This is an optimization exercise on Yosys and OpenROAD, whose aim is small area, a short achievable clock period and few clock cycles per item, not a production implementation. In this exercise RTL edits were held to simulation tests only and were not proved equivalent to the original. Power is estimated from default activity; no workload was simulated.

==> flow/config.mk <==
export PLATFORM = sky130hd
export DESIGN_NAME = bitty_core
export DESIGN_NICKNAME = bitty_core
export VERILOG_FILES = /design/flow/design.v
export SDC_FILE = /design/flow/constraint.sdc
export NUM_CORES = 4
export LEC_CHECK = 0
export ABC_AREA = 1
export CAP_MARGIN = 20
export CORE_MARGIN = 2
export CORE_UTILIZATION = 55
export CTS_BUF_LIST = sky130_fd_sc_hd__clkbuf_8
export CTS_CLUSTER_DIAMETER = 100
export CTS_CLUSTER_SIZE = 40
export SLEW_MARGIN = 20
export SYNTH_HIERARCHICAL = 1
export SYNTH_MINIMUM_KEEP_SIZE = 0
==> flow/constraint.sdc <==
create_clock -name core_clock -period 40.0 [get_ports {clk}]
set_input_delay 8.0000 -clock core_clock [delete_from_list [all_inputs] [get_ports {clk}]]
set_output_delay 8.0000 -clock core_clock [all_outputs]
set_load 0.01 [all_outputs]
==> flow/design.v <==
module register (
    input clk, enable,
    input [15:0] data_in,
    output reg [15:0] data_out
);
    always @(posedge clk)
        if (enable)
            data_out <= data_in;
endmodule
module ao8 (
    input  [7:0] s, d,
    output       y
);
    assign y = |(s & d);
endmodule
module regfile (
    input         clk, reset,
    input  [2:0]  rx, ry,
    input         we,
    input  [15:0] wdata,
    output [15:0] A, B
);
    wire [15:0] rd [7:0];
    reg  [7:0]  valid;
    wire [7:0]  asel, bsel;
    always @(posedge clk or posedge reset)
        if (reset)
            valid <= 8'd0;
        else if (we)
            valid[rx] <= 1'b1;
    genvar i, j;
    generate
        for (i = 0; i < 8; i = i + 1) begin : gen_registers
            register reg_inst (
                .clk(clk),
                .enable(we && (rx == i)),
                .data_in(wdata),
                .data_out(rd[i])
            );
            assign asel[i] = valid[i] & (rx == i);
            assign bsel[i] = valid[i] & (ry == i);
        end
        for (j = 0; j < 16; j = j + 1) begin : gen_read
            wire [7:0] col = {rd[7][j], rd[6][j], rd[5][j], rd[4][j],
                              rd[3][j], rd[2][j], rd[1][j], rd[0][j]};
            ao8 ra (.s(asel), .d(col), .y(A[j]));
            ao8 rb (.s(bsel), .d(col), .y(B[j]));
        end
    endgenerate
endmodule
module alu (
    input  [15:0] A, B,
    input  [3:0]  ALU_Sel,
    input         mode,
    input         shift_multi,      
    input  [15:0] R, Q,             
    input         div_step,         
    input  [15:0] rs,               
    output [15:0] ALU_Result,
    output        cout
);
    wire [4:0] op = {mode, ALU_Sel};
    wire o_add  = (op == 5'h00), o_sub  = (op == 5'h01), o_mul  = (op == 5'h02),
         o_div  = (op == 5'h03), o_mod  = (op == 5'h04), o_inc  = (op == 5'h05),
         o_dec  = (op == 5'h06), o_gt   = (op == 5'h07), o_eq   = (op == 5'h08),
         o_lt   = (op == 5'h09), o_ge   = (op == 5'h0A), o_le   = (op == 5'h0B),
         o_neg  = (op == 5'h0C), o_addc = (op == 5'h0D), o_rsub = (op == 5'h0E),
         o_shl1 = (op == 5'h14), o_shr1 = (op == 5'h15), o_shl  = (op == 5'h16),
         o_shr  = (op == 5'h17), o_swap = (op == 5'h1B), o_eqm  = (op == 5'h1C);
    wire o_cmp = o_gt | o_lt | o_ge | o_le;
    wire arith = o_add | o_sub | o_inc | o_dec | o_neg | o_addc | o_rsub | o_shl1 | div_step;
    wire inv_a  = o_gt | o_le | o_neg | o_rsub;
    wire y_b    = o_add | o_addc | o_rsub | o_gt | o_le;
    wire y_nb   = o_sub | o_lt | o_ge | div_step;
    wire y_a    = o_shl1;                        
    wire y_ones = o_dec;
    wire cin    = o_sub | o_inc | o_neg | o_addc | o_rsub | o_cmp | div_step;
    wire b_zero = ~|B;
    wire shift_n0 = (o_shl | o_shr) & ~b_zero;
    reg [3:0] t;
    always @(*) begin
        case (op)
            5'h10: t = 4'b1000;   
            5'h11: t = 4'b1110;   
            5'h13: t = 4'b0011;   
            5'h16, 5'h17: t = 4'b1100;   
            5'h18: t = 4'b0111;   
            5'h19: t = 4'b0001;   
            5'h1A: t = 4'b1001;   
            5'h1D: t = 4'b0100;   
            5'h1E: t = 4'b1101;   
            5'h1F: t = 4'b1111;   
            5'h12, 5'h08, 5'h1C: t = 4'b0110;   
            default: t = 4'b0000;
        endcase
    end
    wire en_L = ~(o_eq | o_eqm) & ~shift_n0;
    wire en_R = o_mul | o_mod;
    wire en_Q = o_div | (shift_multi & (o_shl | o_shr));
    wire [15:0] p, g, h, L;
    wire [15:0] a_up = {1'b0, A[15:1]};
    wire [15:0] a_sw = {A[7:0], A[15:8]};
    wire        eq = ~|L;
    wire        e_all = o_eqm & eq;
    wire        e_0 = (o_eqm | o_eq) & eq;
    genvar i;
    generate
        for (i = 0; i < 16; i = i + 1) begin : gen_slice
            alu_slice s (
                .a(A[i]), .b(B[i]), .a_up(a_up[i]), .a_sw(a_sw[i]),
                .rs(rs[i]), .sel_rs(div_step),
                .r(R[i]), .q(Q[i]), .e(i == 0 ? e_0 : e_all),
                .inv_a(inv_a), .y_b(y_b), .y_nb(y_nb), .y_a(y_a), .y_ones(y_ones),
                .t(t), .en_L(en_L), .en_shr1(o_shr1), .en_sw(o_swap),
                .en_R(en_R), .en_Q(en_Q), .arith(arith),
                .p(p[i]), .g(g[i]), .L(L[i]), .h(h[i])
            );
        end
    endgenerate
    wire [15:0] c;
    prefix16 pf (.p(p), .g(g), .cin(cin), .c(c), .cout(cout));
    wire [15:0] cm = c & {16{~o_cmp}};
    assign ALU_Result = {h[15:1] ^ cm[15:1],
                         o_cmp ? (cout ^ (o_gt | o_lt)) : (h[0] ^ cin)};
endmodule
module alu_slice (
    input       a, b, a_up, a_sw, r, q, e, rs, sel_rs,
    input       inv_a, y_b, y_nb, y_a, y_ones,
    input [3:0] t,
    input       en_L, en_shr1, en_sw, en_R, en_Q, arith,
    output      p, g, L, h
);
    wire x = (~sel_rs & ~inv_a & a) | (~sel_rs & inv_a & ~a) | (sel_rs & rs);
    wire y = (y_b & b) | (y_nb & ~b) | (y_a & a) | y_ones;
    assign p = x ^ y;
    assign g = x & y;
    assign L = t[{a, b}];
    wire other = (en_L & L) | (en_shr1 & a_up) | (en_sw & a_sw) | e |
                 (en_R & r) | (en_Q & q);
    assign h = arith ? p : other;
endmodule
module prefix16 (
    input  [15:0] p, g,
    input         cin,
    output [15:0] c,
    output        cout
);
    wire [15:0] G1, P1, G2, P2, G3, P3, G4;
    wire [15:0] g0 = {g[15:1], g[0] | (p[0] & cin)};
    genvar i;
    generate
        for (i = 0; i < 16; i = i + 1) begin : pf
            if (i % 2 == 1) begin
                assign G1[i] = g0[i] | (p[i] & g0[i-1]);
                assign P1[i] = p[i] & p[i-1];
            end else begin
                assign G1[i] = g0[i]; assign P1[i] = p[i];
            end
            if (i % 4 >= 2) begin
                assign G2[i] = G1[i] | (P1[i] & G1[(i/4)*4+1]);
                assign P2[i] = P1[i] & P1[(i/4)*4+1];
            end else begin
                assign G2[i] = G1[i]; assign P2[i] = P1[i];
            end
            if (i % 8 >= 4) begin
                assign G3[i] = G2[i] | (P2[i] & G2[(i/8)*8+3]);
                assign P3[i] = P2[i] & P2[(i/8)*8+3];
            end else begin
                assign G3[i] = G2[i]; assign P3[i] = P2[i];
            end
            if (i >= 8) begin
                assign G4[i] = G3[i] | (P3[i] & G3[7]);
            end else begin
                assign G4[i] = G3[i];
            end
        end
    endgenerate
    assign c = {G4[14:0], cin};
    assign cout = G4[15];
endmodule
module fa (input x, y, z, output s, c);
    assign s = x ^ y ^ z;
    assign c = (x & y) | (x & z) | (y & z);
endmodule
module muldiv (
    input             clk,
    input             first,      
    input             is_mul,
    input             is_div,     
    input             is_shr,     
    input      [15:0] A, B,
    output     [15:0] rs,         
    input      [15:0] d1,         
    input             c1,         
    output reg [15:0] R,
    output reg [15:0] Q
);
    wire [15:0] prod;
    mul16lo mul (.a(A), .b(B), .p(prod));
    wire [15:0] r   = first ? 16'd0 : R;
    wire [15:0] q   = first ? A : Q;
    assign rs = {r[14:0], q[15]};
    wire        ge1 = c1 | r[15];            
    wire [15:0] r1  = ge1 ? d1 : rs;
    wire [15:0] rs2 = {r1[14:0], q[14]};
    wire [15:0] nb  = ~B;
    wire [16:0] cy;
    wire [15:0] d2;
    assign cy[0] = 1'b1;
    genvar i;
    generate
        for (i = 0; i < 16; i = i + 1) begin : gen_sub
            fa f (.x(rs2[i]), .y(nb[i]), .z(cy[i]), .s(d2[i]), .c(cy[i + 1]));
        end
    endgenerate
    wire ge2 = cy[16] | r1[15];
    always @(posedge clk) begin
        R <= is_mul ? prod : (ge2 ? d2 : rs2);
        Q <= is_shr ? {1'b0, q[15:1]} : is_div ? {q[13:0], ge1, ge2} : {q[14:0], 1'b0};
    end
endmodule
module mul16lo (input [15:0] a, b, output [15:0] p);
    wire n0_0, n0_1, n0_2, n0_3, n0_4, n0_5, n0_6, n0_7, n0_8, n0_9, n0_10, n0_11, n0_12, n0_13, n0_14, n0_15, n1_0, n1_1, n1_2, n1_3, n1_4, n1_5, n1_6, n1_7, n1_8, n1_9, n1_10, n1_11, n1_12, n1_13, n1_14, n2_0, n2_1, n2_2, n2_3, n2_4, n2_5, n2_6, n2_7, n2_8, n2_9, n2_10, n2_11, n2_12, n2_13, n3_0, n3_1, n3_2, n3_3, n3_4, n3_5, n3_6, n3_7, n3_8, n3_9, n3_10, n3_11, n3_12, n4_0, n4_1, n4_2, n4_3, n4_4, n4_5, n4_6, n4_7, n4_8, n4_9, n4_10, n4_11, n5_0, n5_1, n5_2, n5_3, n5_4, n5_5, n5_6, n5_7, n5_8, n5_9, n5_10, n6_0, n6_1, n6_2, n6_3, n6_4, n6_5, n6_6, n6_7, n6_8, n6_9, n7_0, n7_1, n7_2, n7_3, n7_4, n7_5, n7_6, n7_7, n7_8, n8_0, n8_1, n8_2, n8_3, n8_4, n8_5, n8_6, n8_7, n9_0, n9_1, n9_2, n9_3, n9_4, n9_5, n9_6, n10_0, n10_1, n10_2, n10_3, n10_4, n10_5, n11_0, n11_1, n11_2, n11_3, n11_4, n12_0, n12_1, n12_2, n12_3, n13_0, n13_1, n13_2, n14_0, n14_1, n15_0, s0, k0, s1, k1, s2, k2, s3, k3, s4, k4, s5, k5, s6, k6, s7, k7, s8, k8, s9, k9, s10, k10, s11, k11, s12, k12, s13, k13, s14, k14, s15, k15, s16, k16, s17, k17, s18, k18, s19, k19, s20, k20, s21, k21, s22, k22, s23, k23, s24, k24, s25, k25, s26, k26, s27, k27, s28, k28, s29, k29, s30, k30, s31, k31, s32, k32, s33, k33, s34, k34, s35, k35, s36, k36, s37, k37, s38, k38, s39, k39, s40, k40, s41, k41, s42, k42, s43, k43, s44, k44, s45, k45, s46, k46, s47, k47, s48, k48, s49, k49, s50, k50, s51, k51, s52, k52, s53, k53, s54, k54, s55, k55, s56, k56, s57, k57, s58, k58, s59, k59, s60, k60, s61, k61, s62, k62, s63, k63, s64, k64, s65, k65, s66, k66, s67, k67, s68, k68, s69, k69, s70, k70, s71, k71, s72, k72, s73, k73, s74, k74, s75, k75, s76, k76, s77, k77, s78, k78, s79, k79, s80, k80, s81, k81, s82, k82, s83, k83, s84, k84, s85, k85, s86, k86, s87, k87, s88, k88, s89, k89, s90, k90, s91, k91, s92, k92, s93, k93, s94, k94, s95, k95, s96, k96, s97, k97, s98, k98, s99, k99, s100, k100, s101, k101, s102, k102, s103, k103, s104, k104;
    assign n0_0 = ~(a[0] & b[0]);
    assign n0_1 = ~(a[0] & b[1]);
    assign n0_2 = ~(a[0] & b[2]);
    assign n0_3 = ~(a[0] & b[3]);
    assign n0_4 = ~(a[0] & b[4]);
    assign n0_5 = ~(a[0] & b[5]);
    assign n0_6 = ~(a[0] & b[6]);
    assign n0_7 = ~(a[0] & b[7]);
    assign n0_8 = ~(a[0] & b[8]);
    assign n0_9 = ~(a[0] & b[9]);
    assign n0_10 = ~(a[0] & b[10]);
    assign n0_11 = ~(a[0] & b[11]);
    assign n0_12 = ~(a[0] & b[12]);
    assign n0_13 = ~(a[0] & b[13]);
    assign n0_14 = ~(a[0] & b[14]);
    assign n0_15 = ~(a[0] & b[15]);
    assign n1_0 = ~(a[1] & b[0]);
    assign n1_1 = ~(a[1] & b[1]);
    assign n1_2 = ~(a[1] & b[2]);
    assign n1_3 = ~(a[1] & b[3]);
    assign n1_4 = ~(a[1] & b[4]);
    assign n1_5 = ~(a[1] & b[5]);
    assign n1_6 = ~(a[1] & b[6]);
    assign n1_7 = ~(a[1] & b[7]);
    assign n1_8 = ~(a[1] & b[8]);
    assign n1_9 = ~(a[1] & b[9]);
    assign n1_10 = ~(a[1] & b[10]);
    assign n1_11 = ~(a[1] & b[11]);
    assign n1_12 = ~(a[1] & b[12]);
    assign n1_13 = ~(a[1] & b[13]);
    assign n1_14 = ~(a[1] & b[14]);
    assign n2_0 = ~(a[2] & b[0]);
    assign n2_1 = ~(a[2] & b[1]);
    assign n2_2 = ~(a[2] & b[2]);
    assign n2_3 = ~(a[2] & b[3]);
    assign n2_4 = ~(a[2] & b[4]);
    assign n2_5 = ~(a[2] & b[5]);
    assign n2_6 = ~(a[2] & b[6]);
    assign n2_7 = ~(a[2] & b[7]);
    assign n2_8 = ~(a[2] & b[8]);
    assign n2_9 = ~(a[2] & b[9]);
    assign n2_10 = ~(a[2] & b[10]);
    assign n2_11 = ~(a[2] & b[11]);
    assign n2_12 = ~(a[2] & b[12]);
    assign n2_13 = ~(a[2] & b[13]);
    assign n3_0 = ~(a[3] & b[0]);
    assign n3_1 = ~(a[3] & b[1]);
    assign n3_2 = ~(a[3] & b[2]);
    assign n3_3 = ~(a[3] & b[3]);
    assign n3_4 = ~(a[3] & b[4]);
    assign n3_5 = ~(a[3] & b[5]);
    assign n3_6 = ~(a[3] & b[6]);
    assign n3_7 = ~(a[3] & b[7]);
    assign n3_8 = ~(a[3] & b[8]);
    assign n3_9 = ~(a[3] & b[9]);
    assign n3_10 = ~(a[3] & b[10]);
    assign n3_11 = ~(a[3] & b[11]);
    assign n3_12 = ~(a[3] & b[12]);
    assign n4_0 = ~(a[4] & b[0]);
    assign n4_1 = ~(a[4] & b[1]);
    assign n4_2 = ~(a[4] & b[2]);
    assign n4_3 = ~(a[4] & b[3]);
    assign n4_4 = ~(a[4] & b[4]);
    assign n4_5 = ~(a[4] & b[5]);
    assign n4_6 = ~(a[4] & b[6]);
    assign n4_7 = ~(a[4] & b[7]);
    assign n4_8 = ~(a[4] & b[8]);
    assign n4_9 = ~(a[4] & b[9]);
    assign n4_10 = ~(a[4] & b[10]);
    assign n4_11 = ~(a[4] & b[11]);
    assign n5_0 = ~(a[5] & b[0]);
    assign n5_1 = ~(a[5] & b[1]);
    assign n5_2 = ~(a[5] & b[2]);
    assign n5_3 = ~(a[5] & b[3]);
    assign n5_4 = ~(a[5] & b[4]);
    assign n5_5 = ~(a[5] & b[5]);
    assign n5_6 = ~(a[5] & b[6]);
    assign n5_7 = ~(a[5] & b[7]);
    assign n5_8 = ~(a[5] & b[8]);
    assign n5_9 = ~(a[5] & b[9]);
    assign n5_10 = ~(a[5] & b[10]);
    assign n6_0 = ~(a[6] & b[0]);
    assign n6_1 = ~(a[6] & b[1]);
    assign n6_2 = ~(a[6] & b[2]);
    assign n6_3 = ~(a[6] & b[3]);
    assign n6_4 = ~(a[6] & b[4]);
    assign n6_5 = ~(a[6] & b[5]);
    assign n6_6 = ~(a[6] & b[6]);
    assign n6_7 = ~(a[6] & b[7]);
    assign n6_8 = ~(a[6] & b[8]);
    assign n6_9 = ~(a[6] & b[9]);
    assign n7_0 = ~(a[7] & b[0]);
    assign n7_1 = ~(a[7] & b[1]);
    assign n7_2 = ~(a[7] & b[2]);
    assign n7_3 = ~(a[7] & b[3]);
    assign n7_4 = ~(a[7] & b[4]);
    assign n7_5 = ~(a[7] & b[5]);
    assign n7_6 = ~(a[7] & b[6]);
    assign n7_7 = ~(a[7] & b[7]);
    assign n7_8 = ~(a[7] & b[8]);
    assign n8_0 = ~(a[8] & b[0]);
    assign n8_1 = ~(a[8] & b[1]);
    assign n8_2 = ~(a[8] & b[2]);
    assign n8_3 = ~(a[8] & b[3]);
    assign n8_4 = ~(a[8] & b[4]);
    assign n8_5 = ~(a[8] & b[5]);
    assign n8_6 = ~(a[8] & b[6]);
    assign n8_7 = ~(a[8] & b[7]);
    assign n9_0 = ~(a[9] & b[0]);
    assign n9_1 = ~(a[9] & b[1]);
    assign n9_2 = ~(a[9] & b[2]);
    assign n9_3 = ~(a[9] & b[3]);
    assign n9_4 = ~(a[9] & b[4]);
    assign n9_5 = ~(a[9] & b[5]);
    assign n9_6 = ~(a[9] & b[6]);
    assign n10_0 = ~(a[10] & b[0]);
    assign n10_1 = ~(a[10] & b[1]);
    assign n10_2 = ~(a[10] & b[2]);
    assign n10_3 = ~(a[10] & b[3]);
    assign n10_4 = ~(a[10] & b[4]);
    assign n10_5 = ~(a[10] & b[5]);
    assign n11_0 = ~(a[11] & b[0]);
    assign n11_1 = ~(a[11] & b[1]);
    assign n11_2 = ~(a[11] & b[2]);
    assign n11_3 = ~(a[11] & b[3]);
    assign n11_4 = ~(a[11] & b[4]);
    assign n12_0 = ~(a[12] & b[0]);
    assign n12_1 = ~(a[12] & b[1]);
    assign n12_2 = ~(a[12] & b[2]);
    assign n12_3 = ~(a[12] & b[3]);
    assign n13_0 = ~(a[13] & b[0]);
    assign n13_1 = ~(a[13] & b[1]);
    assign n13_2 = ~(a[13] & b[2]);
    assign n14_0 = ~(a[14] & b[0]);
    assign n14_1 = ~(a[14] & b[1]);
    assign n15_0 = ~(a[15] & b[0]);
    fa u0 (.x(n0_2), .y(n1_1), .z(n2_0), .s(s0), .c(k0));
    fa u1 (.x(n0_3), .y(n1_2), .z(n2_1), .s(s1), .c(k1));
    fa u2 (.x(n3_0), .y(k0), .z(s1), .s(s2), .c(k2));
    fa u3 (.x(n0_4), .y(n1_3), .z(n2_2), .s(s3), .c(k3));
    fa u4 (.x(n3_1), .y(n4_0), .z(k1), .s(s4), .c(k4));
    fa u5 (.x(s3), .y(k2), .z(s4), .s(s5), .c(k5));
    fa u6 (.x(n0_5), .y(n1_4), .z(n2_3), .s(s6), .c(k6));
    fa u7 (.x(n3_2), .y(n4_1), .z(n5_0), .s(s7), .c(k7));
    fa u8 (.x(k3), .y(s6), .z(s7), .s(s8), .c(k8));
    fa u9 (.x(k4), .y(s8), .z(k5), .s(s9), .c(k9));
    fa u10 (.x(n0_6), .y(n1_5), .z(n2_4), .s(s10), .c(k10));
    fa u11 (.x(n3_3), .y(n4_2), .z(n5_1), .s(s11), .c(k11));
    fa u12 (.x(n6_0), .y(k6), .z(k7), .s(s12), .c(k12));
    fa u13 (.x(s10), .y(s11), .z(k8), .s(s13), .c(k13));
    fa u14 (.x(s12), .y(s13), .z(k9), .s(s14), .c(k14));
    fa u15 (.x(n0_7), .y(n1_6), .z(n2_5), .s(s15), .c(k15));
    fa u16 (.x(n3_4), .y(n4_3), .z(n5_2), .s(s16), .c(k16));
    fa u17 (.x(n6_1), .y(n7_0), .z(k10), .s(s17), .c(k17));
    fa u18 (.x(k11), .y(s15), .z(s16), .s(s18), .c(k18));
    fa u19 (.x(k12), .y(s17), .z(s18), .s(s19), .c(k19));
    fa u20 (.x(k13), .y(s19), .z(k14), .s(s20), .c(k20));
    fa u21 (.x(n0_8), .y(n1_7), .z(n2_6), .s(s21), .c(k21));
    fa u22 (.x(n3_5), .y(n4_4), .z(n5_3), .s(s22), .c(k22));
    fa u23 (.x(n6_2), .y(n7_1), .z(n8_0), .s(s23), .c(k23));
    fa u24 (.x(k15), .y(k16), .z(s21), .s(s24), .c(k24));
    fa u25 (.x(s22), .y(s23), .z(k17), .s(s25), .c(k25));
    fa u26 (.x(k18), .y(s24), .z(k19), .s(s26), .c(k26));
    fa u27 (.x(s25), .y(s26), .z(k20), .s(s27), .c(k27));
    fa u28 (.x(n0_9), .y(n1_8), .z(n2_7), .s(s28), .c(k28));
    fa u29 (.x(n3_6), .y(n4_5), .z(n5_4), .s(s29), .c(k29));
    fa u30 (.x(n6_3), .y(n7_2), .z(n8_1), .s(s30), .c(k30));
    fa u31 (.x(n9_0), .y(k21), .z(k22), .s(s31), .c(k31));
    fa u32 (.x(k23), .y(s28), .z(s29), .s(s32), .c(k32));
    fa u33 (.x(s30), .y(k24), .z(s31), .s(s33), .c(k33));
    fa u34 (.x(s32), .y(k25), .z(s33), .s(s34), .c(k34));
    fa u35 (.x(k26), .y(s34), .z(k27), .s(s35), .c(k35));
    fa u36 (.x(n0_10), .y(n1_9), .z(n2_8), .s(s36), .c(k36));
    fa u37 (.x(n3_7), .y(n4_6), .z(n5_5), .s(s37), .c(k37));
    fa u38 (.x(n6_4), .y(n7_3), .z(n8_2), .s(s38), .c(k38));
    fa u39 (.x(n9_1), .y(n10_0), .z(k28), .s(s39), .c(k39));
    fa u40 (.x(k29), .y(k30), .z(s36), .s(s40), .c(k40));
    fa u41 (.x(s37), .y(s38), .z(k31), .s(s41), .c(k41));
    fa u42 (.x(k32), .y(s39), .z(s40), .s(s42), .c(k42));
    fa u43 (.x(k33), .y(s41), .z(s42), .s(s43), .c(k43));
    fa u44 (.x(k34), .y(s43), .z(k35), .s(s44), .c(k44));
    fa u45 (.x(n0_11), .y(n1_10), .z(n2_9), .s(s45), .c(k45));
    fa u46 (.x(n3_8), .y(n4_7), .z(n5_6), .s(s46), .c(k46));
    fa u47 (.x(n6_5), .y(n7_4), .z(n8_3), .s(s47), .c(k47));
    fa u48 (.x(n9_2), .y(n10_1), .z(n11_0), .s(s48), .c(k48));
    fa u49 (.x(k36), .y(k37), .z(k38), .s(s49), .c(k49));
    fa u50 (.x(s45), .y(s46), .z(s47), .s(s50), .c(k50));
    fa u51 (.x(s48), .y(k39), .z(k40), .s(s51), .c(k51));
    fa u52 (.x(s49), .y(s50), .z(k41), .s(s52), .c(k52));
    fa u53 (.x(k42), .y(s51), .z(k43), .s(s53), .c(k53));
    fa u54 (.x(s52), .y(s53), .z(k44), .s(s54), .c(k54));
    fa u55 (.x(n0_12), .y(n1_11), .z(n2_10), .s(s55), .c(k55));
    fa u56 (.x(n3_9), .y(n4_8), .z(n5_7), .s(s56), .c(k56));
    fa u57 (.x(n6_6), .y(n7_5), .z(n8_4), .s(s57), .c(k57));
    fa u58 (.x(n9_3), .y(n10_2), .z(n11_1), .s(s58), .c(k58));
    fa u59 (.x(n12_0), .y(k45), .z(k46), .s(s59), .c(k59));
    fa u60 (.x(k47), .y(k48), .z(s55), .s(s60), .c(k60));
    fa u61 (.x(s56), .y(s57), .z(s58), .s(s61), .c(k61));
    fa u62 (.x(k49), .y(k50), .z(s59), .s(s62), .c(k62));
    fa u63 (.x(s60), .y(s61), .z(k51), .s(s63), .c(k63));
    fa u64 (.x(s62), .y(k52), .z(s63), .s(s64), .c(k64));
    fa u65 (.x(k53), .y(s64), .z(k54), .s(s65), .c(k65));
    fa u66 (.x(n0_13), .y(n1_12), .z(n2_11), .s(s66), .c(k66));
    fa u67 (.x(n3_10), .y(n4_9), .z(n5_8), .s(s67), .c(k67));
    fa u68 (.x(n6_7), .y(n7_6), .z(n8_5), .s(s68), .c(k68));
    fa u69 (.x(n9_4), .y(n10_3), .z(n11_2), .s(s69), .c(k69));
    fa u70 (.x(n12_1), .y(n13_0), .z(k55), .s(s70), .c(k70));
    fa u71 (.x(k56), .y(k57), .z(k58), .s(s71), .c(k71));
    fa u72 (.x(s66), .y(s67), .z(s68), .s(s72), .c(k72));
    fa u73 (.x(s69), .y(k59), .z(k60), .s(s73), .c(k73));
    fa u74 (.x(k61), .y(s70), .z(s71), .s(s74), .c(k74));
    fa u75 (.x(s72), .y(k62), .z(s73), .s(s75), .c(k75));
    fa u76 (.x(s74), .y(k63), .z(s75), .s(s76), .c(k76));
    fa u77 (.x(k64), .y(s76), .z(k65), .s(s77), .c(k77));
    fa u78 (.x(n0_14), .y(n1_13), .z(n2_12), .s(s78), .c(k78));
    fa u79 (.x(n3_11), .y(n4_10), .z(n5_9), .s(s79), .c(k79));
    fa u80 (.x(n6_8), .y(n7_7), .z(n8_6), .s(s80), .c(k80));
    fa u81 (.x(n9_5), .y(n10_4), .z(n11_3), .s(s81), .c(k81));
    fa u82 (.x(n12_2), .y(n13_1), .z(n14_0), .s(s82), .c(k82));
    fa u83 (.x(k66), .y(k67), .z(k68), .s(s83), .c(k83));
    fa u84 (.x(k69), .y(s78), .z(s79), .s(s84), .c(k84));
    fa u85 (.x(s80), .y(s81), .z(s82), .s(s85), .c(k85));
    fa u86 (.x(k70), .y(k71), .z(k72), .s(s86), .c(k86));
    fa u87 (.x(s83), .y(s84), .z(s85), .s(s87), .c(k87));
    fa u88 (.x(k73), .y(k74), .z(s86), .s(s88), .c(k88));
    fa u89 (.x(s87), .y(k75), .z(s88), .s(s89), .c(k89));
    fa u90 (.x(k76), .y(s89), .z(k77), .s(s90), .c(k90));
    fa u91 (.x(n0_15), .y(n1_14), .z(n2_13), .s(s91), .c(k91));
    fa u92 (.x(n3_12), .y(n4_11), .z(n5_10), .s(s92), .c(k92));
    fa u93 (.x(n6_9), .y(n7_8), .z(n8_7), .s(s93), .c(k93));
    fa u94 (.x(n9_6), .y(n10_5), .z(n11_4), .s(s94), .c(k94));
    fa u95 (.x(n12_3), .y(n13_2), .z(n14_1), .s(s95), .c(k95));
    fa u96 (.x(n15_0), .y(k78), .z(k79), .s(s96), .c(k96));
    fa u97 (.x(k80), .y(k81), .z(k82), .s(s97), .c(k97));
    fa u98 (.x(s91), .y(s92), .z(s93), .s(s98), .c(k98));
    fa u99 (.x(s94), .y(s95), .z(k83), .s(s99), .c(k99));
    fa u100 (.x(k84), .y(k85), .z(s96), .s(s100), .c(k100));
    fa u101 (.x(s97), .y(s98), .z(k86), .s(s101), .c(k101));
    fa u102 (.x(k87), .y(s99), .z(s100), .s(s102), .c(k102));
    fa u103 (.x(k88), .y(s101), .z(s102), .s(s103), .c(k103));
    fa u104 (.x(k89), .y(s103), .z(k90), .s(s104), .c(k104));
    wire [15:0] ns = {s104, s90, s77, s65, s54, s44, s35, s27, s20, s14, s9, s5, s2, s0, n0_1, n0_0};
    wire [15:0] nc = {1'b1, 1'b1, 1'b1, 1'b1, 1'b1, 1'b1, 1'b1, 1'b1, 1'b1, 1'b1, 1'b1, 1'b1, 1'b1, 1'b1, n1_0, 1'b1};
    assign p = ~(ns + nc + 16'd1);
endmodule
module control_unit (
    input        clk, reset, run,
    input  [15:0] instruction,
    input  [15:0] B,
    output       first,
    output       is_mul,
    output       is_div,
    output       is_shr,
    output       shift_multi,
    output       div_step,
    output       done
);
    wire [3:0] sel  = instruction[6:3];
    wire       mode = instruction[2];
    wire   is_shift = mode & ((sel == 4'd6) | (sel == 4'd7));
    assign is_shr   = mode & (sel == 4'd7);
    assign is_mul   = ~mode & (sel == 4'd2);
    assign is_div   = ~mode & ((sel == 4'd3) | (sel == 4'd4));
    assign shift_multi = is_shift & ~|B[15:4] & |B[3:0];
    wire   multi    = is_mul | is_div | shift_multi;
    reg [3:0] cnt;
    assign first = (cnt == 4'd0);
    wire last = is_div ? cnt[3] : is_mul ? cnt[0] : (cnt == B[3:0]);
    assign done = run & (~multi | last);
    assign div_step = is_div & ~cnt[3];
    always @(posedge clk or posedge reset) begin
        if (reset)
            cnt <= 4'd0;
        else if (run & multi & ~last)
            cnt <= cnt + 4'd1;
        else
            cnt <= 4'd0;
    end
endmodule
module bitty_core (
    input clk, reset, run,                   
    input [15:0] instruction,                
    output done,                             
    output [15:0] reg_s,                     
    output [15:0] alu_result                 
);
    wire [15:0] A, B, R, Q;
    wire        first, is_mul, is_div, is_shr, shift_multi, div_step, c1;
    wire [15:0] rs;
    regfile rf (
        .clk(clk), .reset(reset),
        .rx(instruction[15:13]), .ry(instruction[12:10]),
        .we(done), .wdata(alu_result),
        .A(A), .B(B)
    );
    assign reg_s = A;
    alu alu_inst (
        .A(A), .B(B),
        .ALU_Sel(instruction[6:3]),
        .mode(instruction[2]),
        .shift_multi(shift_multi),
        .R(R), .Q(Q),
        .div_step(div_step), .rs(rs),
        .ALU_Result(alu_result), .cout(c1)
    );
    muldiv md (
        .clk(clk), .first(first), .is_mul(is_mul), .is_div(is_div),
        .is_shr(is_shr), .A(A), .B(B),
        .rs(rs), .d1(alu_result), .c1(c1), .R(R), .Q(Q)
    );
    control_unit cu (
        .clk(clk), .reset(reset), .run(run),
        .instruction(instruction), .B(B),
        .first(first), .is_mul(is_mul), .is_div(is_div), .is_shr(is_shr),
        .shift_multi(shift_multi), .div_step(div_step), .done(done)
    );
endmodule
==> flow/flow/run.sh <==
#!/bin/bash
# Own layout flow: the standard ORFS flow (standard.sh) with these changes:
#  - synthesis maps the logic with an area-oriented abc script
#    (flow/abc_myarea.script) instead of ORFS's delay-oriented one; the
#    flip-flops, flattening and renaming are the standard flow's (synth_recipe.tcl);
#  - the port buffers that placement inserts are buf_2 cells;
#  - the extra ORFS make variables in flow/make_args.txt, if any (one per
#    line), are passed to every make call.
# Each tool's output goes to the logs under orfs/logs and to flow_*.log here.
set -euo pipefail
HERE=$(pwd)
rm -rf scripts_mod
cp -r "$FLOW_HOME/scripts" scripts_mod
cp flow/abc_myarea.script scripts_mod/
python3 flow/patch_synth.py scripts_mod/synth.tcl
EXTRA=""
if [[ -f flow/make_args.txt ]]; then
  while read -r line; do
    [[ -n "$line" ]] && EXTRA="$EXTRA '$line'"
  done < flow/make_args.txt
fi
# standard.sh with our scripts folder, port buffer cell and extra variables
# added to its make call
sed -e "s|make -C |make SCRIPTS_DIR=$HERE/scripts_mod 'BUFFER_PORTS_ARGS=-buffer_cell sky130_fd_sc_hd__buf_2' $EXTRA -C |" standard.sh > standard_mod.sh
grep -q "SCRIPTS_DIR=$HERE/scripts_mod" standard_mod.sh
bash standard_mod.sh synth > flow_synth.log 2>&1
bash standard_mod.sh > flow_layout.log 2>&1
test -f out/final.def
==> flow/flow/abc_myarea.script <==
strash
dch
map -a
topo
stime -c
==> flow/flow/make_args.txt <==
SETUP_SLACK_MARGIN=19.5
==> flow/flow/patch_synth.py <==
#!/usr/bin/env python3
"""Patch a copy of ORFS's synth.tcl so that abc maps with abc_myarea.script
(area-oriented mapping) instead of ORFS's delay-oriented abc script. Only the
abc call changes: flip-flop mapping, flattening and renaming are untouched."""
import sys
f = sys.argv[1]
t = open(f).read()
old = '  log_cmd abc {*}$abc_args\n'
assert t.count(old) == 1, "abc call not found"
new = '  log_cmd abc {*}[lreplace $abc_args 1 1 $::env(SCRIPTS_DIR)/abc_myarea.script]\n'
open(f, 'w').write(t.replace(old, new))
==> flow/standard.sh <==
#!/bin/bash
# synth_recipe.tcl (not shown) runs the flow's synth.tcl, then flattens the netlist and writes it again
# the make line also repeats each setting of config.mk as NAME=value (left out here)
make -C /OpenROAD-flow-scripts/flow DESIGN_CONFIG=/design/flow/config.mk WORK_HOME=/design/flow/orfs CLKGATE_MAP_FILE= SYNTH_SCRIPT=/design/flow/synth_recipe.tcl "${@:-finish}"
==> results of run 1 <==
[per-stage QoR]
stage,instance area [µm²],util (%)
after detailed placement,14910,61.32
after global placement,14910,61.32
after floorplan,13700,-
final,15580,64.05
after global routing,15580,64.05
after CTS,15400,63.32
[timing repair]
action / CTS / global route
setup endpoints to repair: 33 / 33
buffers inserted: 8 / 8
gates cloned: 0 / 0
gates resized for setup: 9 / 20
pin swaps: 5 / 4
[report_power, final]
| group | total (µW) | switching (µW) | internal (µW) |
|---|---|---|---|
| Sequential | 236 | 11.3 | 224 |
| Combinational | 483 | 294 | 189 |
| Clock | 124 | 72.0 | 51.6 |
[layer usage]
metal	up-vias	part of all wire [%]	track usage, %
met5	-	0	0
met4	0	3.6	13.31
met3	111	11	7.601
met2	733	45	57.05
met1	6177	41	50.73
li1	5584	-	-
[worst paths after layout]
check	start	endpoint	slack, ns
max in group asynchronous	reset	rf.valid[5]	32.40
hold reg to reg	cu.cnt[0]	cu.cnt[0]	0.54
setup / recovery	instruction[12]	alu_result[0]	19.78
setup reg to reg	cu.cnt[0]	md.R[15]	27.49
min in group asynchronous	reset	cu.cnt[0]	7.38
hold / removal	cu.cnt[0]	cu.cnt[0]	0.54
[registers in the layout (all words and copies together) (netlist names)]
name / count
md.Q: 16
md.R: 16
rf.valid: 8
cu.cnt: 4
rf.gen_registers.reg_inst.data_out: 128
[worst max-delay path, stage by stage]
cell and delay, ns:
buf_2 0.17, clkinv_1 0.19, nor3_2 0.28, buf_4 0.33
a22oi_1 0.12, nand4_1 0.11, buf_4 0.38, clkinv_1 0.23
nand2_1 0.10, nand3_1 0.08, ha_1 0.35, a21o_2 0.25
a31oi_4 0.18, clkinv_1 0.12, a31oi_1 0.15, buf_4 0.18
clkinv_2 0.13, nand3_1 0.11, o311ai_2 0.15, o221ai_2 0.35
buf_2 0.20
[cell type report]
class	count	share of cell area, %
Clock buffer	17	1.502
Timing Repair Buffer	130	5.735
Tap cell	324	2.603
Multi-Input combinational cell	1170	55.03
Inverter	139	3.398
Sequential cell	172	30.72
Clock inverter	15	1.012
==> metrics.json, run 1 <==
{
  "io-pin-count": {"value": 52},
  "post_route_cells_drive_above_1_share": {"value": 14.18, "unit": "%"},
  "hold_path_cells": {"value": 1},
  "mostFrequentLayoutCell": {"value": "nand2_1"},
  "crit_required": {"value": 32.00, "unit": "ns"},
  "floorplan.rows": {"value": 57},
  "die_h": {"value": 161.6, "unit": "µm"},
  "drt-total-wl": {"value": 46580, "unit": "µm"},
  "clockRootBuffer": {"value": "clkbuf_8"},
  "clk_pin_slew_worst_paths": {"value": 0.10, "unit": "ns"},
  "layout_common_cells": {"value": "381 x nand2_1, 144 x a22oi_1, 133 x clkinv_1, 128 x edfxtp_1, 121 x fa_1"},
  "crit_type": {"value": "in2out"},
  "die_x": {"value": 161.6, "unit": "µm"},
  "period_share": {"value": 50.56, "unit": "%"},
  "ant_nets": {"value": 0},
  "maximum_vdd_drop": {"value": 68.80, "unit": "µV"},
  "seq_area": {"value": 4785, "unit": "µm²"},
  "grt_max_degree": {"value": 33},
  "total_drc_errors_in_the_routed_layout": {"value": 0},
  "clk-insertion-delay-late": {"value": 0.48, "unit": "ns"},
  "synth_area": {"value": 13660, "unit": "µm²"},
  "multi_input_area": {"value": 8572, "unit": "µm²"},
  "routed-via-count": {"value": 12610},
  "leakage": {"value": 0.005442, "unit": "µW"},
  "final_critical_path_setup_slack": {"value": 19.78, "unit": "ns"},
  "first_global_vias": {"value": 12270},
  "drt_pre_antenna_iters": {"value": 6},
  "timing.setup.tns": {"value": 0, "unit": "ns"},
  "design.core.area": {"value": 24320, "unit": "µm²"},
  "cp_data_arrival_time": {"value": 12.22, "unit": "ns"},
  "dp_hpwl": {"value": 31220, "unit": "µm"},
  "pwr_density_cell": {"value": 54.06, "unit": "nW/µm²"},
  "htree_levels": {"value": 4},
  "slew_violations": {"value": 0},
  "gpl.final_weighted_congestion": {"value": 0.9940},
  "post_synthesis_cells": {"value": 1482},
  "port-buffer-count": {"value": 46},
  "max_slew.worst_pin.slew": {"value": 1.198, "unit": "ns"},
  "hold_buffers": {"value": 0},
  "final_net_count": {"value": 1803},
  "area_delta_synth_final": {"value": 14.00, "unit": "%"},
  "critPathMaxFanout": {"value": 21},
  "end_kind": {"value": "output pin"},
  "n_fill_cell": {"value": 2079},
  "timing.slew.headroom": {"value": 20.05, "unit": "%"},
  "finish.cell_count_without_fillers": {"value": 1967},
  "maxCapViolCount": {"value": 0},
  "drt-vias-per-instance": {"value": 6.408},
  "drt_iter0_drc": {"value": 1711},
  "synth_fp_nets": {"value": 1655},
  "clock_tree_from_tritoncts": {"value": "yes"},
  "ys_warn_count": {"value": 11},
  "startpoint_type": {"value": "input pin"},
  "status": {"value": "finished clean"},
  "finalWorstPathRequiredPeriod": {"value": 20.22, "unit": "ns"},
  "diodes": {"value": 0},
  "placed_cells_incl_taps": {"value": 1919},
  "cts_buffer_depth": {"value": 2},
  "avgRoutedWirePerCell": {"value": 23.68, "unit": "µm"},
  "dp_slack": {"value": 18.27, "unit": "ns"},
  "r2r_cells": {"value": 48},
  "initial_utilization": {"value": 56.18, "unit": "%"},
  "grt_pass1_wl": {"value": 71510, "unit": "µm"},
  "global_route.overflow_total": {"value": 0},
  "hold_viol": {"value": 0},
  "maxClockFrequency": {"value": 0.04945, "unit": "GHz"},
  "grtUsageTotal": {"value": 36.51, "unit": "%"},
  "skew": {"value": 0.01565, "unit": "ns"},
  "clock_sink_count": {"value": 172},
  "cts_inserted_buffers": {"value": 17},
  "fp.dieArea": {"value": 26120, "unit": "µm²"},
  "syn-mean-instance-area": {"value": 9.219, "unit": "µm²"},
  "rsz0062_at_grt": {"value": "false"},
  "holdCritPathClass": {"value": "reg2reg"},
  "report.power.total": {"value": 842.0, "unit": "µW"},
  "setup_viol": {"value": 0},
  "number_of_antenna_violations_at_the_first_check_in_global_routing": {"value": 0},
  "final.hold.worst_slack": {"value": 0.5376, "unit": "ns"}
}
Testbench counts, summed over its fixed seeds: cycles 14,932, instrs 12,000.
==> run 2, diff against run 1 <==
--- a/flow/config.mk
+++ b/flow/config.mk
@@ -8,10 +8,8 @@
 export ABC_AREA = 1
 export CAP_MARGIN = 20
 export CORE_MARGIN = 2
-export CORE_UTILIZATION = 55
+export CORE_UTILIZATION = 68
 export CTS_BUF_LIST = sky130_fd_sc_hd__clkbuf_8
-export CTS_CLUSTER_DIAMETER = 100
-export CTS_CLUSTER_SIZE = 40
 export SLEW_MARGIN = 20
 export SYNTH_HIERARCHICAL = 1
 export SYNTH_MINIMUM_KEEP_SIZE = 0
==> metrics.json, run 2 <==
{
  "drt_pre_antenna_iters": {"value": 8},
  "post_route_cells_drive_above_1_share": {"value": 14.16, "unit": "%"},
  "clockRootBuffer": {"value": "clkbuf_8"},
  "fp.dieArea": {"value": 21240, "unit": "µm²"},
  "syn-mean-instance-area": {"value": 9.219, "unit": "µm²"},
  "holdCritPathClass": {"value": "reg2reg"},
  "skew": {"value": 0.01756, "unit": "ns"},
  "ant_nets": {"value": 0},
  "gpl.final_weighted_congestion": {"value": 1.017},
  "cts_inserted_buffers": {"value": 17},
  "cp_data_arrival_time": {"value": 12.34, "unit": "ns"},
  "initial_utilization": {"value": 69.75, "unit": "%"},
  "area_delta_synth_final": {"value": 13.79, "unit": "%"},
  "slew_violations": {"value": 0},
  "first_global_vias": {"value": 13120},
  "startpoint_type": {"value": "input pin"},
  "timing.setup.tns": {"value": 0, "unit": "ns"},
  "ys_warn_count": {"value": 11},
  "end_kind": {"value": "output pin"},
  "clock_tree_from_tritoncts": {"value": "yes"},
  "htree_levels": {"value": 4},
  "final_net_count": {"value": 1812},
  "die_h": {"value": 145.8, "unit": "µm"},
  "mostFrequentLayoutCell": {"value": "nand2_1"},
  "floorplan.rows": {"value": 51},
  "grtUsageTotal": {"value": 43.40, "unit": "%"},
  "finalWorstPathRequiredPeriod": {"value": 20.34, "unit": "ns"},
  "maxClockFrequency": {"value": 0.04916, "unit": "GHz"},
  "crit_slowest_cell": {"value": "xnor2_1"},
  "critPathMaxFanout": {"value": 16},
  "report.power.total": {"value": 848.1, "unit": "µW"},
  "rsz0062_at_grt": {"value": "false"},
  "post_synthesis_cells": {"value": 1482},
  "dp_hpwl": {"value": 31230, "unit": "µm"},
  "synth_area": {"value": 13660, "unit": "µm²"},
  "largest_reg_flops": {"value": 128},
  "grt_max_degree": {"value": 33},
  "regToRegSetupSlack": {"value": 27.44, "unit": "ns"},
  "maxCapViolCount": {"value": 0},
  "period_share": {"value": 50.85, "unit": "%"},
  "status": {"value": "finished clean"},
  "crit_path_max_incr_delay": {"value": 0.38, "unit": "ns"},
  "drt_iter0_drc": {"value": 2023},
  "die_x": {"value": 145.8, "unit": "µm"},
  "critical_path_s_most_frequent_cell": {"value": "ha_1"},
  "global_route.overflow_total": {"value": 0},
  "max_slew.worst_pin.slew": {"value": 1.104, "unit": "ns"},
  "grt_pass1_wl": {"value": 71090, "unit": "µm"},
  "hold_viol": {"value": 0},
  "synth_fp_nets": {"value": 1655},
  "cts_buffer_depth": {"value": 2},
  "avgRoutedWirePerCell": {"value": 24.09, "unit": "µm"},
  "maximum_vdd_drop": {"value": 52.10, "unit": "µV"},
  "diodes": {"value": 0},
  "total_drc_errors_in_the_routed_layout": {"value": 0},
  "crit_required": {"value": 32.00, "unit": "ns"},
  "reg.largest.list": {"value": "rf.gen_registers.reg_inst.data_out (128), md.Q (16), md.R (16)"},
  "clock_sink_count": {"value": 172},
  "drt-total-wl": {"value": 46180, "unit": "µm"},
  "timing.slew.headroom": {"value": 25.82, "unit": "%"},
  "clk_pin_slew_worst_paths": {"value": 0.09, "unit": "ns"},
  "max_flop_register": {"value": "rf.gen_registers.reg_inst.data_out"},
  "clk-insertion-delay-late": {"value": 0.45, "unit": "ns"},
  "reg2reg_from": {"value": "cu.cnt[0]"},
  "crit_type": {"value": "in2out"},
  "design.core.area": {"value": 19590, "unit": "µm²"},
  "routed-via-count": {"value": 13240},
  "critPathLaunch": {"value": "instruction[14]"},
  "drt-vias-per-instance": {"value": 6.908},
  "io-pin-count": {"value": 52},
  "setup_viol": {"value": 0},
  "final.hold.worst_slack": {"value": 0.5377, "unit": "ns"},
  "pwr_density_cell": {"value": 54.55, "unit": "nW/µm²"},
  "port-buffer-count": {"value": 46},
  "hold_start": {"value": "cu.cnt[0]"},
  "leakage": {"value": 0.005502, "unit": "µW"},
  "layout_common_cells": {"value": "381 x nand2_1, 145 x a22oi_1, 134 x clkinv_1, 128 x edfxtp_1, 121 x fa_1"},
  "n_fill_cell": {"value": 1308},
  "number_of_antenna_violations_at_the_first_check_in_global_routing": {"value": 0}
}
==> run 2: final timing paths <==
check                           cells after the start             end
worst max-delay path                               25  alu_result[10]
worst min-delay path                                1       cu.cnt[0]
worst max register to register                     47        md.R[12]
worst min register to register                      1       cu.cnt[0]
max in group asynchronous                           2     rf.valid[3]
min in group asynchronous                           2       cu.cnt[2]
==> run 2: where the power goes <==
part / internal (µW) / total (µW) / switching [µW] / leakage [µW]
Combinational: 190 / 487 / 297 / 0.00373
Clock: 56.8 / 124 / 67.7 / 0.000202
Sequential: 224 / 237 / 12.5 / 0.00157
Total: 471 / 848 / 377 / 0.00550
==> run 2: routing by layer <==
metal	wire length (µm)	up-vias	GRT usage (%)
met5	0	-	0
met2	20710	1154	66.11
met3	7061	210	12.51
met4	2449	0	21.76
li1	-	5604	-
met1	15960	6274	57.41
==> run 2: per-stage QoR <==
step	std cells	util, %	setup slack [ns]	instance area, µm²
floorplan	1482	-	19.56	13700
global placement	1865	75.89	18.37	14870
detailed placement	1866	75.93	18.18	14870
CTS	1907	78.60	19.50	15400
global route	1917	79.36	19.43	15550
finish	1917	79.36	19.66	15550
==> run 2: cell type report <==
| class | instances | area [µm²] | share of cell area, % |
|---|---|---|---|
| Clock buffer | 17 | 234.0 | 1.505 |
| Clock inverter | 15 | 158.9 | 1.022 |
| Inverter | 139 | 528.0 | 3.396 |
| Multi-Input combinational cell | 1170 | 8548 | 54.98 |
| Sequential cell | 172 | 4785 | 30.77 |
| Tap cell | 265 | 331.6 | 2.133 |
| Timing Repair Buffer | 139 | 962.2 | 6.189 |
==> run 2: critical path, delay by kind of cell <==
family / cells / cell delay, ns
adders and majority gates: 3 / 0.74
xor gates and xnor gates: 2 / 0.51
buffers and inverters: 10 / 1.43
muxes: 1 / 0.27
AOI/OAI and AO/OA: 6 / 1.02
and+or+nand+nor: 3 / 0.36
==> run 2: what timing repair did <==
item,4_1_cts,5_1_grt
gates resized for setup,14,14
buffers inserted,9,9
gates cloned,0,1
hold buffers,0,0
pin swaps,4,3
setup endpoints to repair,33,32
==> run 3, diff against run 2 <==
--- a/flow/config.mk
+++ b/flow/config.mk
@@ -8,8 +8,9 @@
 export ABC_AREA = 1
 export CAP_MARGIN = 20
 export CORE_MARGIN = 2
-export CORE_UTILIZATION = 68
+export CORE_UTILIZATION = 55
 export CTS_BUF_LIST = sky130_fd_sc_hd__clkbuf_8
+export GPL_TIMING_DRIVEN = 0
 export SLEW_MARGIN = 20
 export SYNTH_HIERARCHICAL = 1
 export SYNTH_MINIMUM_KEEP_SIZE = 0
==> metrics.json, run 3 <==
{
  "status": {"value": "finished clean"},
  "period_share": {"value": 51.03, "unit": "%"},
  "die_x": {"value": 161.6, "unit": "µm"},
  "maxCapViolCount": {"value": 0},
  "number_of_antenna_violations_at_the_first_check_in_global_routing": {"value": 0},
  "post_route_cells_drive_above_1_share": {"value": 18.65, "unit": "%"},
  "worst_setup_path_endpoint": {"value": "alu_result[9]"},
  "crit_slowest_cell": {"value": "nand4_1"},
  "cts_buffer_depth": {"value": 2},
  "final.hold.worst_slack": {"value": 0.5512, "unit": "ns"},
  "hold_viol": {"value": 0},
  "clk_pin_slew_worst_paths": {"value": 0.10, "unit": "ns"},
  "regToRegSetupSlack": {"value": 27.14, "unit": "ns"},
  "skew": {"value": 0.02802, "unit": "ns"},
  "finish.cell_count_without_fillers": {"value": 2030},
  "synth_area": {"value": 13660, "unit": "µm²"},
  "mostFrequentLayoutCell": {"value": "nand2_1"},
  "crit_type": {"value": "in2out"},
  "clk-insertion-delay-late": {"value": 0.48, "unit": "ns"},
  "layout_common_cells": {"value": "381 x nand2_1, 145 x a22oi_1, 130 x clkinv_1, 128 x edfxtp_1, 121 x fa_1"},
  "cp.buffers_inverters": {"value": 5},
  "first_global_vias": {"value": 12870},
  "clockRootBuffer": {"value": "clkbuf_8"},
  "ys_warn_count": {"value": 11},
  "critical_path_s_most_frequent_cell": {"value": "nand4_1"},
  "routed-via-count": {"value": 13150},
  "hold_buffers": {"value": 0},
  "fp.dieArea": {"value": 26120, "unit": "µm²"},
  "avgRoutedWirePerCell": {"value": 24.35, "unit": "µm"},
  "utilization": {"value": 67.97, "unit": "%"},
  "dp_hpwl": {"value": 35000, "unit": "µm"},
  "rr_endpoint": {"value": "md.R[14]"},
  "cp_cell_sequence": {"value": "clkbuf_4, clkinvlp_4, nor3_4, buf_4, a22oi_1, nand4_1, clkinv_1, nand2_1, a32oi_1, nor4_1, nand4_1, nor2_4, nand3b_1, a221oi_1, o21ai_0, xnor2_2, buf_2"},
  "grt_max_degree": {"value": 33},
  "crit_required": {"value": 32.00, "unit": "ns"},
  "critPathLaunch": {"value": "instruction[12]"},
  "drt_pre_antenna_iters": {"value": 8},
  "syn-mean-instance-area": {"value": 9.219, "unit": "µm²"},
  "global_route.overflow_total": {"value": 0},
  "met1Wirelength": {"value": 19490, "unit": "µm"},
  "drt_iter0_drc": {"value": 1675},
  "finalWorstPathRequiredPeriod": {"value": 20.41, "unit": "ns"},
  "total_drc_errors_in_the_routed_layout": {"value": 0},
  "largest_reg_flops": {"value": 128},
  "gpl.final_weighted_congestion": {"value": 0.9443},
  "timing.slew.headroom": {"value": 26.03, "unit": "%"},
  "die_h": {"value": 161.6, "unit": "µm"},
  "rsz0062_at_grt": {"value": "false"},
  "grt_pass1_wl": {"value": 74990, "unit": "µm"},
  "r2r_cells": {"value": 48},
  "initial_utilization": {"value": 56.18, "unit": "%"},
  "post_synthesis_cells": {"value": 1482},
  "clock_tree_from_tritoncts": {"value": "yes"},
  "holdCritPathClass": {"value": "reg2reg"},
  "grtUsageTotal": {"value": 38.35, "unit": "%"},
  "end_kind": {"value": "output pin"},
  "cp_data_arrival_time": {"value": 12.41, "unit": "ns"},
  "routed-wl-met3": {"value": 5593, "unit": "µm"},
  "drt-total-wl": {"value": 49420, "unit": "µm"},
  "ant_nets": {"value": 0},
  "synth_fp_nets": {"value": 1655},
  "io-pin-count": {"value": 52},
  "path_depth": {"value": 17},
  "startpoint_type": {"value": "input pin"},
  "slew_violations": {"value": 0},
  "cts_inserted_buffers": {"value": 17},
  "maxClockFrequency": {"value": 0.04899, "unit": "GHz"},
  "routed-wl-met2": {"value": 22300, "unit": "µm"},
  "placed_cells_incl_taps": {"value": 1910},
  "area_delta_synth_final": {"value": 20.99, "unit": "%"},
  "port-buffer-count": {"value": 46},
  "cp_top_family": {"value": "simple AND/OR/NAND/NOR gates"},
  "design.core.area": {"value": 24320, "unit": "µm²"},
  "timing.setup.tns": {"value": 0, "unit": "ns"},
  "max_flop_register": {"value": "rf.gen_registers.reg_inst.data_out"},
  "floorplan.rows": {"value": 57},
  "reg.largest.list": {"value": "rf.gen_registers.reg_inst.data_out (128), md.Q (16), md.R (16)"},
  "htree_levels": {"value": 4},
  "crit_path_max_incr_delay": {"value": 0.52, "unit": "ns"},
  "maximum_vdd_drop": {"value": 46.15, "unit": "µV"},
  "hold_path_cells": {"value": 1},
  "leakage": {"value": 0.005939, "unit": "µW"},
  "drt-vias-per-instance": {"value": 6.480},
  "top_signal_layer_used": {"value": "met4"},
  "pwr_density_cell": {"value": 52.70, "unit": "nW/µm²"},
  "setup_viol": {"value": 0},
  "final_net_count": {"value": 1865},
  "clock_sink_count": {"value": 172},
  "reg2reg_from": {"value": "rf.valid[2]"},
  "critPathMaxFanout": {"value": 15},
  "max_slew.worst_pin.slew": {"value": 1.105, "unit": "ns"}
}
[run 3: report_power, final]
group	switching, µW	internal [µW]	total (µW)
registers	10.9	225	235
clock network	70.4	57.1	128
logic	306	202	508
[run 3: final cells by class]
cell class                 count  area, µm²
antenna                        1      2.502
buffer                         1      7.507
clock buffer                  17      234.0
clock inverter                15      165.2
fill                        1964       7789
inverter                     139      544.3
multi-input combinational   1170       8828
sequential                   172       4785
tap                          324      405.4
timing repair buffer         191       1559
[run 3: worst min path at each step]
stage | start | end | slack, ns
after global routing | cu.cnt[0] | cu.cnt[0] | 0.58
after detailed placement | cu.cnt[0] | cu.cnt[0] | 0.54
final | cu.cnt[0] | cu.cnt[0] | 0.55
after CTS | cu.cnt[0] | cu.cnt[0] | 0.55
after floorplan | rf.valid[4] | rf.valid[4] | 0.48
after global placement | rf.valid[3] | rf.valid[3] | 0.53
[run 3: metrics by stage]
stage / cell area, µm² / setup slack [ns] / power [µW]
floorplan: 13700 / 19.56 / 558.6
global placement: 14340 / 14.71 / 687.2
detailed placement: 15100 / 17.28 / 706.2
CTS: 16280 / 19.43 / 855.1
global route: 16530 / 19.50 / 928.5
finish: 16530 / 19.59 / 871.1
[run 3: metal layers]
metal	track usage (%)	vias up
met5	0	-
met4	16.69	0
met3	8.423	129
met2	59.21	814
met1	52.54	6494
li1	-	5717
[run 3: timing repair]
item / CTS / global route
hold endpoints to repair: 0 / 0
pin swaps: 32 / 9
endpoints found under the setup margin: 33 / 33
buffers inserted: 75 / 12
resized for setup: 34 / 26
==> run 4, diff against run 3 <==
==> flow/flow/abc_myarea.script (replaced) <==
strash
&get -n
&st
&dch
&nf -R 1000
&put
topo
stime -c
--- a/flow/config.mk
+++ b/flow/config.mk
@@ -10,7 +10,6 @@
 export CORE_MARGIN = 2
 export CORE_UTILIZATION = 55
 export CTS_BUF_LIST = sky130_fd_sc_hd__clkbuf_8
-export GPL_TIMING_DRIVEN = 0
 export SLEW_MARGIN = 20
 export SYNTH_HIERARCHICAL = 1
 export SYNTH_MINIMUM_KEEP_SIZE = 0
==> metrics.json, run 4 <==
{
  "port-buffer-count": {"value": 46},
  "gpl.final_weighted_congestion": {"value": 0.9514},
  "die_h": {"value": 160.7, "unit": "µm"},
  "utilization": {"value": 64.13, "unit": "%"},
  "critPathMaxFanout": {"value": 16},
  "setup_viol": {"value": 0},
  "ant_nets": {"value": 0},
  "cp.buffers_inverters": {"value": 2},
  "grt_max_degree": {"value": 36},
  "first_global_vias": {"value": 11320},
  "cp_top_family": {"value": "simple AND/OR/NAND/NOR gates"},
  "diodes": {"value": 0},
  "p_switching": {"value": 331.8, "unit": "µW"},
  "timing.slew.headroom": {"value": 28.28, "unit": "%"},
  "clock_sink_count": {"value": 172},
  "power_frac_seq": {"value": 30.1, "unit": "%"},
  "clk-insertion-delay-late": {"value": 0.49, "unit": "ns"},
  "power.internal": {"value": 451.3, "unit": "µW"},
  "critical_path_s_most_frequent_cell": {"value": "buf_2"},
  "clk_pin_slew_worst_paths": {"value": 0.11, "unit": "ns"},
  "drt-vias-per-instance": {"value": 6.645},
  "r2r_cells": {"value": 38},
  "maximum_vdd_drop": {"value": 33.33, "unit": "µV"},
  "fp.dieArea": {"value": 25810, "unit": "µm²"},
  "reg.largest.list": {"value": "rf.gen_registers.reg_inst.data_out (128), md.Q (16), md.R (16)"},
  "crit_type": {"value": "in2out"},
  "global_route.overflow_total": {"value": 0},
  "grt_pass1_wl": {"value": 66140, "unit": "µm"},
  "io-pin-count": {"value": 52},
  "cp_data_arrival_time": {"value": 12.36, "unit": "ns"},
  "drt_pre_antenna_iters": {"value": 6},
  "final_net_count": {"value": 1534},
  "syn-mean-instance-area": {"value": 11.04, "unit": "µm²"},
  "leakage": {"value": 0.005376, "unit": "µW"},
  "hold_buffers": {"value": 0},
  "drt-total-wl": {"value": 42720, "unit": "µm"},
  "rsz0062_at_grt": {"value": "false"},
  "initial_utilization": {"value": 55.84, "unit": "%"},
  "seq_area": {"value": 4785, "unit": "µm²"},
  "timing.setup.tns": {"value": 0, "unit": "ns"},
  "post_route_cells_drive_above_1_share": {"value": 15.72, "unit": "%"},
  "pwr-share-comb": {"value": 52.5, "unit": "%"},
  "skew": {"value": 0.02044, "unit": "ns"},
  "crit_slowest_cell": {"value": "mux4_2"},
  "report.power.total": {"value": 783.1, "unit": "µW"},
  "mostFrequentLayoutCell": {"value": "nand2_1"},
  "dp_hpwl": {"value": 28960, "unit": "µm"},
  "drt_iter0_drc": {"value": 1414},
  "maxCapViolCount": {"value": 0},
  "status": {"value": "finished clean"},
  "number_of_antenna_violations_at_the_first_check_in_global_routing": {"value": 0},
  "multi_input_area": {"value": 8889, "unit": "µm²"},
  "end_kind": {"value": "output pin"},
  "largest_reg_flops": {"value": 128},
  "startpoint_type": {"value": "input pin"},
  "ys_warn_count": {"value": 11},
  "synth_fp_nets": {"value": 1396},
  "pwr_density_cell": {"value": 50.51, "unit": "nW/µm²"},
  "path_depth": {"value": 13},
  "slew_violations": {"value": 0},
  "p_sw_share": {"value": 42.37, "unit": "%"},
  "hold_viol": {"value": 0},
  "floorplan.rows": {"value": 57},
  "clock_tree_from_tritoncts": {"value": "yes"},
  "die_x": {"value": 160.7, "unit": "µm"},
  "hold_path_cells": {"value": 1},
  "synth_area": {"value": 13500, "unit": "µm²"},
  "routed-via-count": {"value": 11280},
  "max_flop_register": {"value": "rf.gen_registers.reg_inst.data_out"},
  "avgRoutedWirePerCell": {"value": 25.16, "unit": "µm"},
  "cp_cell_sequence": {"value": "buf_2, and4_2, a22o_1, a221oi_1, nand3_2, mux4_2, nor4_1, nand4_1, nor2_4, a211oi_1, a32oi_1, xnor2_1, buf_2"},
  "holdCritPathClass": {"value": "reg2reg"},
  "max_slew.worst_pin.slew": {"value": 1.049, "unit": "ns"},
  "clockPowerShare": {"value": 17.4, "unit": "%"},
  "clockRootBuffer": {"value": "clkbuf_8"},
  "crit_path_max_incr_delay": {"value": 0.55, "unit": "ns"},
  "grtUsageTotal": {"value": 33.98, "unit": "%"},
  "area_delta_synth_final": {"value": 14.85, "unit": "%"},
  "finalWorstPathRequiredPeriod": {"value": 20.36, "unit": "ns"},
  "post_synthesis_cells": {"value": 1223},
  "cts_inserted_buffers": {"value": 17},
  "period_share": {"value": 50.91, "unit": "%"},
  "total_drc_errors_in_the_routed_layout": {"value": 0},
  "crit_required": {"value": 32.00, "unit": "ns"},
  "n_fill_cell": {"value": 2013},
  "maxClockFrequency": {"value": 0.04911, "unit": "GHz"},
  "cts_buffer_depth": {"value": 2},
  "design.core.area": {"value": 24180, "unit": "µm²"},
  "layout_common_cells": {"value": "236 x nand2_1, 128 x edfxtp_1, 121 x fa_1, 71 x buf_4, 68 x a22oi_1"},
  "htree_levels": {"value": 4}
}
==> run 4: changes by cell type in the layout (fill, tap and decap cells not counted), moves of 42 or more <==
cell | previous run | this run
a22oi_1 | 145 | 68
clkinv_1 | 130 | 49
mux2_1 | 0 | 42
nand2_1 | 381 | 236
a21oi_1 | 72 | 28
nor2_1 | 86 | 32
==> run 4: repair_timing <==
item | 4_1_cts | 5_1_grt
setup buffers | 9 | 8
setup endpoints to repair | 33 | 14
pin swaps | 8 | 8
cloned | 1 | 0
gates resized for setup | 35 | 16
hold endpoints to repair | 0 | 0
==> run 4: cell type report <==
type / instances / share of cell area, %
clock buffers: 17 / 1.509
clock inverters: 15 / 1.323
inverters: 52 / 1.283
multi-input cells: 999 / 57.33
flip-flops and latches: 172 / 30.86
well taps: 324 / 2.615
repair buffers: 119 / 5.084
==> run 4: final timing paths <==
kind                                 start            end  slack, ns
min                            rf.valid[6]    rf.valid[6]       0.50
min in group asynchronous            reset      cu.cnt[3]       7.37
max in group asynchronous            reset    rf.valid[5]      32.42
max reg2reg                    rf.valid[3]       md.R[13]      27.82
min reg2reg                    rf.valid[6]    rf.valid[6]       0.50
max                        instruction[12]  alu_result[6]      19.64
==> run 4: routing by layer <==
| layer | global-route usage (%) | wire (µm) | part of all wire (%) |
|---|---|---|---|
| met2 | 52.21 | 19240 | 45 |
| met4 | 9.337 | 1350 | 3.2 |
| met1 | 48.74 | 18210 | 43 |
| met5 | 0 | 0 | 0 |
| met3 | 8.135 | 3927 | 9.2 |
==> run 4: metrics by stage <==
step                setup WS [ns]  cell area (µm²)  cells  hold slack, ns
floorplan                   19.56            13540   1223          0.4336
global placement            17.80            14640   1647          0.4657
detailed placement          17.86            14650   1648          0.4710
CTS                         19.50            15380   1690          0.4960
global route                19.51            15500   1698          0.5365
finish                      19.64            15500   1698          0.4967
==> run 4: power by group through the flow <==
stage	combinational (µW)	sequential [µW]	clock (µW)
6_report	411	236	136
3_3_place_gp	384	239	0
3_5_place_dp	392	239	0
5_1_grt	451	237	144
4_1_cts	406	235	136
2_1_floorplan	276	234	0
==> run 4: worst register-to-register path, delay by kind of cell, from the launching register on <==
| kind | cells | cell delay [ns] |
|---|---|---|
| buf+inv | 3 | 0.63 |
| fa+ha+maj | 16 | 6.81 |
| flops | 1 | 0.42 |
| compound gates | 11 | 2.06 |
| mux | 4 | 1.28 |
| simple gates | 3 | 0.48 |
| xor+xnor | 1 | 0.35 |

## afterwards: timing with drivers on the ports
The results above use ideal ports. As a check the final layouts listed here were re-extracted and re-timed, cells and wires unchanged. Step 1, drivers: a clkbuf_16 drives clk and a buf_2 each remaining input, both assumed. Step 2, shift: input delay + t, output delay - t, t = (earliest + latest rising clock arrival at the registers) / 2. This alone moves slack from input paths to output paths. Slacks: ideal ports / drivers / drivers and shift; pairs: ideal ports / drivers.
run | t, ns | setup WS [ns] | worst setup path after step 2 | clock arrival spread, ns | worst data-port slew with drivers (ns)
run 1 | 0.516 | 19.778 / 19.757 / 19.722 | input to register | 0.016 / 0.016 | 0.03
run 2 | 0.486 | 19.659 / 19.639 / 19.539 | input to register | 0.018 / 0.018 | 0.03
run 3 | 0.513 | 19.589 / 19.566 / 19.427 | input to register | 0.028 / 0.028 | 0.03
run 4 | 0.522 | 19.636 / 19.618 / 19.618 | input to output | 0.020 / 0.021 | 0.03
After both steps setup and hold are still met in every run listed. The setup slack of run 3, which loses most, moves by -0.023 ns with the drivers and by -0.162 ns with both steps.
